Context: an optimization exercise on an open-source flow, tuned for small area, a short achievable clock period and few clock cycles per item. The choices shown serve that exercise and are no tape-out recipe.
Function was checked by simulation only, so behaviour that the tests miss may differ from the original.

## configurable_dnn_accelerator
module configurable_dnn_accelerator (
    input clk,
    input rst_n,
    input start,
    input load_params,
    input [7:0] param_data,
    input [3:0] param_addr,       
    input param_valid,
    input [7:0] input_data_0,
    input [7:0] input_data_1,
    input [7:0] input_data_2,
    input [7:0] input_data_3,
    output [15:0] output_data_0,
    output [15:0] output_data_1,
    output reg done,
    output reg valid,
    output reg params_loaded
);
Size: ~3200 cells after synthesis, roughly 260 flip-flops.
==> flow/config.mk <==
export PLATFORM = sky130hd
export DESIGN_NAME = configurable_dnn_accelerator
export DESIGN_NICKNAME = configurable_dnn_accelerator
export VERILOG_FILES = /design/flow/design.v
export SDC_FILE = /design/flow/constraint.sdc
export NUM_CORES = 4
export LEC_CHECK = 0
export ABC_CLOCK_PERIOD_IN_PS = 6000
export CAP_MARGIN = 20
export CORE_MARGIN = 2
export CORE_UTILIZATION = 40
export CTS_CLUSTER_DIAMETER = 80
export CTS_CLUSTER_SIZE = 30
export SETUP_SLACK_MARGIN = 1.0
export SLEW_MARGIN = 20
export SYNTH_HIERARCHICAL = 1
==> flow/constraint.sdc <==
create_clock -name core_clock -period 9.0 [get_ports {clk}]
set_input_delay 1.8000 -clock core_clock [delete_from_list [all_inputs] [get_ports {clk}]]
set_output_delay 1.8000 -clock core_clock [all_outputs]
set_load 0.01 [all_outputs]
standard.sh (not shown) runs the stock make flow with config.mk's settings and CLKGATE_MAP_FILE= SYNTH_SCRIPT=/design/flow/synth_recipe.tcl, a recipe that flattens the netlist after the stock synthesis.
==> flow/flow/run.sh <==
#!/bin/bash
# Layout: the standard flow (standard.sh, unchanged synthesis, floorplan,
# power grid, placement, CTS and routing), with one change: the port buffers
# that global placement inserts are sky130_fd_sc_hd__buf_4 cells.  Left to
# itself buffer_ports picks clkdlybuf4s50_1, a delay cell, and the timing
# repair (footprint-matched on sky130hd) cannot swap it for a faster buffer.
# Every input and output port still gets its buffer.
set -euo pipefail
export BUFFER_PORTS_ARGS="-buffer_cell sky130_fd_sc_hd__buf_4"
bash standard.sh > standard.log 2>&1
Testbench counts at the start, summed over its fixed seeds: cycles 1,016, inferences 512.
==> next run, changes <==
Settings changed: CORE_UTILIZATION 40 to 60, CTS_CLUSTER_DIAMETER 80 to default, CTS_CLUSTER_SIZE 30 to default, PLACE_DENSITY from default to 0.75, SETUP_SLACK_MARGIN 1.0 to 1.5.
Result: The new run produced a clean layout. Design area barely changes. Utilization rose by 22 points. Clock skew rose by 14 ps. Synthesized area does not change. Setup slack degrades by 27 ps.
==> next run, changes <==
Settings changed: CORE_UTILIZATION 60 to 40, PLACE_DENSITY 0.75 to default, SETUP_SLACK_MARGIN 1.5 to 1.0.
Effect: Global-route usage fell by 12 points. Via count fell by 6.1%. Fmax stays flat. Design area barely changes. Non-clock buffer count fell by 19. Worst hold slack loses 15 ps.
==> next run, changes <==
==> flow/run.sh (new file) <==
#!/bin/bash
# synth_recipe.tcl (not shown) runs the flow's synth.tcl, then flattens the netlist and writes it again
# the make line also repeats each setting of config.mk as NAME=value (left out here)
make -C /OpenROAD-flow-scripts/flow DESIGN_CONFIG=/design/flow/config.mk WORK_HOME=/design/flow/orfs CLKGATE_MAP_FILE= SYNTH_SCRIPT=/design/flow/synth_recipe.tcl finish
removed: flow/flow/run.sh
removed: flow/standard.sh
Effect: Routed wire length rises by 0.92%. First-iteration DRC count rose by about 2.7%. Via count rose by 0.63%. Sequential share of layout area came out lower by 0.33 points. Maximum frequency came out lower by about 2.5%. Clock skew went down by 5.6 ps. Utilization is higher by 0.83 points. Non-clock buffer count rose by 56. Die area is unchanged. Global-route usage is higher by 0.41 points.

---

## job 101
configurable_dnn_accelerator again, from the RTL that the note above started with.
export LEC_CHECK = 0
export ABC_CLOCK_PERIOD_IN_PS = 6000
export CAP_MARGIN = 20
export CORE_MARGIN = 2
export CORE_UTILIZATION = 40
export SETUP_SLACK_MARGIN = 0.5
export SLEW_MARGIN = 20
export SYNTH_HIERARCHICAL = 1
create_clock -name core_clock -period 9.0 [get_ports {clk}]
==> flow/flow/run.sh <==
#!/bin/bash
# Layout: the standard flow (standard.sh, unchanged synthesis, floorplan,
# power grid, placement, CTS and routing), with one change: the port buffers
# that global placement inserts are sky130_fd_sc_hd__buf_4 cells.  Left to
# itself buffer_ports picks clkdlybuf4s50_1, a delay cell, and the timing
# repair (footprint-matched on sky130hd) cannot swap it for a faster buffer.
# Every input and output port still gets its buffer.
set -euo pipefail
export BUFFER_PORTS_ARGS="-buffer_cell sky130_fd_sc_hd__buf_4"
bash standard.sh > standard.log 2>&1
Testbench counts of job 101, summed over its fixed seeds: cycles 1,016, inferences 512.
Input-level comparison between job 102 and job 101:
# job 101
export LEC_CHECK = 0
export ABC_CLOCK_PERIOD_IN_PS = 6000
export CAP_MARGIN = 20
export CORE_MARGIN = 2
export CORE_UTILIZATION = 40
export SETUP_SLACK_MARGIN = 0.5
export SLEW_MARGIN = 20
export SYNTH_HIERARCHICAL = 1
create_clock -name core_clock -period 9.0 [get_ports {clk}]
# job 102
export LEC_CHECK = 0
export ABC_CLOCK_PERIOD_IN_PS = 5000
export CAP_MARGIN = 20
export CORE_MARGIN = 2
export CORE_UTILIZATION = 40
export SETUP_SLACK_MARGIN = 2.0
export SLEW_MARGIN = 20
export SYNTH_HIERARCHICAL = 1
create_clock -name core_clock -period 9.0 [get_ports {clk}]
==> flow/run.sh (new file) <==
#!/bin/bash
# synth_recipe.tcl (not shown) runs the flow's synth.tcl, then flattens the netlist and writes it again
# the make line also repeats each setting of config.mk as NAME=value (left out here)
make -C /OpenROAD-flow-scripts/flow DESIGN_CONFIG=/design/flow/config.mk WORK_HOME=/design/flow/orfs CLKGATE_MAP_FILE= SYNTH_SCRIPT=/design/flow/synth_recipe.tcl finish
removed: flow/flow/run.sh
removed: flow/standard.sh
Findings:
- Job 102 finished all stages; the layout is clean.
- Job 102 against job 101: cell area after synthesis has remained practically unchanged, area growth from synthesis to final layout moved up, post-route clock period utilization lower.
- Post-route standard cell area excluding fillers (job 102 / job 101): 1.10
- When job 102 is measured against job 101, its buffering stage count on the worst path with inverters included turns out 1 higher.
- Clock tree buffer depth: job 102 vs job 101 — no meaningful difference
The following lists how job 103 was set up differently from job 102:
# job 102
export LEC_CHECK = 0
export ABC_CLOCK_PERIOD_IN_PS = 5000
export CAP_MARGIN = 20
export CORE_MARGIN = 2
export CORE_UTILIZATION = 40
export SETUP_SLACK_MARGIN = 2.0
export SLEW_MARGIN = 20
export SYNTH_HIERARCHICAL = 1
create_clock -name core_clock -period 9.0 [get_ports {clk}]
# job 103
export LEC_CHECK = 0
export ABC_CLOCK_PERIOD_IN_PS = 6000
export CAP_MARGIN = 20
export CORE_MARGIN = 2
export CORE_UTILIZATION = 40
export CTS_CLUSTER_DIAMETER = 50
export CTS_CLUSTER_SIZE = 20
export SETUP_SLACK_MARGIN = 1.0
export SLEW_MARGIN = 20
export SYNTH_HIERARCHICAL = 1
create_clock -name core_clock -period 9.0 [get_ports {clk}]
==> flow/flow/run.sh (new file) <==
#!/bin/bash
# Layout: the standard flow (standard.sh, unchanged synthesis, floorplan,
# power grid, placement, CTS and routing), with one change: the port buffers
# that global placement inserts are sky130_fd_sc_hd__buf_4 cells.  Left to
# itself buffer_ports picks clkdlybuf4s50_1, a delay cell, and the timing
# repair (footprint-matched on sky130hd) cannot swap it for a faster buffer.
# Every input and output port still gets its buffer.
set -euo pipefail
export BUFFER_PORTS_ARGS="-buffer_cell sky130_fd_sc_hd__buf_4"
bash standard.sh > standard.log 2>&1
==> flow/standard.sh (new file) <==
#!/bin/bash
# synth_recipe.tcl (not shown) runs the flow's synth.tcl, then flattens the netlist and writes it again
# the make line also repeats each setting of config.mk as NAME=value (left out here)
make -C /OpenROAD-flow-scripts/flow DESIGN_CONFIG=/design/flow/config.mk WORK_HOME=/design/flow/orfs CLKGATE_MAP_FILE= SYNTH_SCRIPT=/design/flow/synth_recipe.tcl "${@:-finish}"
removed: flow/run.sh
## What came out
- Job 103 | stages: all done | timing, DRC, antenna: all pass
- The clock network area share reported for job 103 is greater than that of job 102 by 0.37 points.
- Job 103 vs job 102: first-iteration DRC count down in job 103
- Re area after synthesis: no difference whatsoever between job 103 and job 102.
- Delta (job 103 minus job 102): layout overhead on the synthesized area went down; final area went down; via count went down.
- The setup slack number comes out lower for job 102 vs job 103.
- Compared with job 102, job 103 shows a register-to-register slack that is 20 ps lower.
- Total met2 wirelength after detailed routing came out lower on job 103 than on job 102.

---

Setup of TR:
Starting RTL as in the previous note.
==> flow/config.mk <==
export PLATFORM = sky130hd
export DESIGN_NAME = configurable_dnn_accelerator
export DESIGN_NICKNAME = configurable_dnn_accelerator
export VERILOG_FILES = /design/flow/design.v
export SDC_FILE = /design/flow/constraint.sdc
export NUM_CORES = 4
export LEC_CHECK = 0
export ABC_CLOCK_PERIOD_IN_PS = 6000
export CAP_MARGIN = 20
export CORE_MARGIN = 2
export CORE_UTILIZATION = 40
export SETUP_SLACK_MARGIN = 1.5
export SLEW_MARGIN = 20
export SYNTH_HIERARCHICAL = 1
==> flow/constraint.sdc <==
create_clock -name core_clock -period 9.0 [get_ports {clk}]
set_input_delay 1.8000 -clock core_clock [delete_from_list [all_inputs] [get_ports {clk}]]
set_output_delay 1.8000 -clock core_clock [all_outputs]
set_load 0.01 [all_outputs]
==> flow/flow/run.sh <==
#!/bin/bash
# Layout: the standard flow (standard.sh, unchanged synthesis, floorplan,
# power grid, placement, CTS and routing), with one change: the port buffers
# that global placement inserts are sky130_fd_sc_hd__buf_4 cells.  Left to
# itself buffer_ports picks clkdlybuf4s50_1, a delay cell, and the timing
# repair (footprint-matched on sky130hd) cannot swap it for a faster buffer.
# Every input and output port still gets its buffer.
set -euo pipefail
export BUFFER_PORTS_ARGS="-buffer_cell sky130_fd_sc_hd__buf_4"
bash standard.sh > standard.log 2>&1
TR: no failed stages, no open violations at the end
Testbench counts of TR, summed over its fixed seeds: cycles 1,016, inferences 512.
--- input diff TR..JK ---
- swapping 20 for 0 in CAP_MARGIN
- swapping 20 for 0 in SLEW_MARGIN
Notes after the runs:
Every run (JK and TR) finished clean.
Diff JK and TR: achievable frequency higher in JK
Critical path depth was higher in the run labelled TR.
[compare] base=TR new=JK: pre-CTS setup slack moved up, shortest clock period the worst path allows after layout moved down, count of plain and timing-repair buffers in the layout moved down.
[compare] base=TR new=JK: share of the cycle needed by the critical path after routing went down by 0.35 points; layout overhead on the synthesized area now smaller.

==> static timing again, ports no longer ideal <==
In the flow no input, the clock included, has a driving cell. The finished layouts below were timed again as built, in two steps. Step 1 sets driving cells, clkbuf_16 on the clock port and buf_2 on the other inputs (assumed; they add their load-dependent delay and slew). Step 2 adds t to the input delays and takes it off the output delays; t is the mean of the earliest and latest rising clock arrival at the registers after step 1. Input paths then give back, and output paths get back, about the clock's delay inside the block. Three values: no drivers, after step 1, after step 2; two values: the first two.
| run | shift t [ns] | slack for setup (ns) | hold WS [ns] | latest minus earliest clock arrival (ns) | slew at the worst register clock pin (ns) |
|---|---|---|---|---|---|
| the first run of note 1 | 0.633 | 1.063 / 0.995 / 1.076 | 0.501 / 0.501 / 0.501 | 0.036 / 0.036 | 0.11 / 0.11 |
| the second run of note 1 | 0.685 | 1.036 / 0.973 / 1.087 | 0.501 / 0.501 / 0.501 | 0.051 / 0.051 | 0.07 / 0.07 |
| the third run of note 1 | 0.687 | 1.051 / 0.983 / 1.009 | 0.486 / 0.486 / 0.486 | 0.042 / 0.042 | 0.09 / 0.09 |
| the fourth run of note 1 | 0.665 | 0.846 / 0.784 / 0.597 | 0.489 / 0.489 / 0.489 | 0.043 / 0.043 | 0.08 / 0.08 |
| job 101 | 0.681 | 0.666 / 0.602 / 1.006 | 0.488 / 0.488 / 0.488 | 0.040 / 0.040 | 0.08 / 0.08 |
| job 102 | 0.694 | 0.955 / 0.889 / 1.355 | 0.456 / 0.456 / 0.456 | 0.015 / 0.014 | 0.08 / 0.08 |
| job 103 | 0.704 | 1.032 / 0.967 / 1.015 | 0.485 / 0.485 / 0.485 | 0.033 / 0.033 | 0.08 / 0.08 |
| TR | 0.671 | 1.078 / 1.012 / 1.135 | 0.466 / 0.466 / 0.466 | 0.058 / 0.057 | 0.07 / 0.07 |
| JK | 0.670 | 1.110 / 1.040 / 1.077 | 0.488 / 0.488 / 0.488 | 0.022 / 0.022 | 0.08 / 0.08 |
After both steps every run listed still meets setup and hold. The setup slack of the fourth run of note 1, which loses most, moves by -0.062 ns with the drivers and by -0.249 ns with both steps.
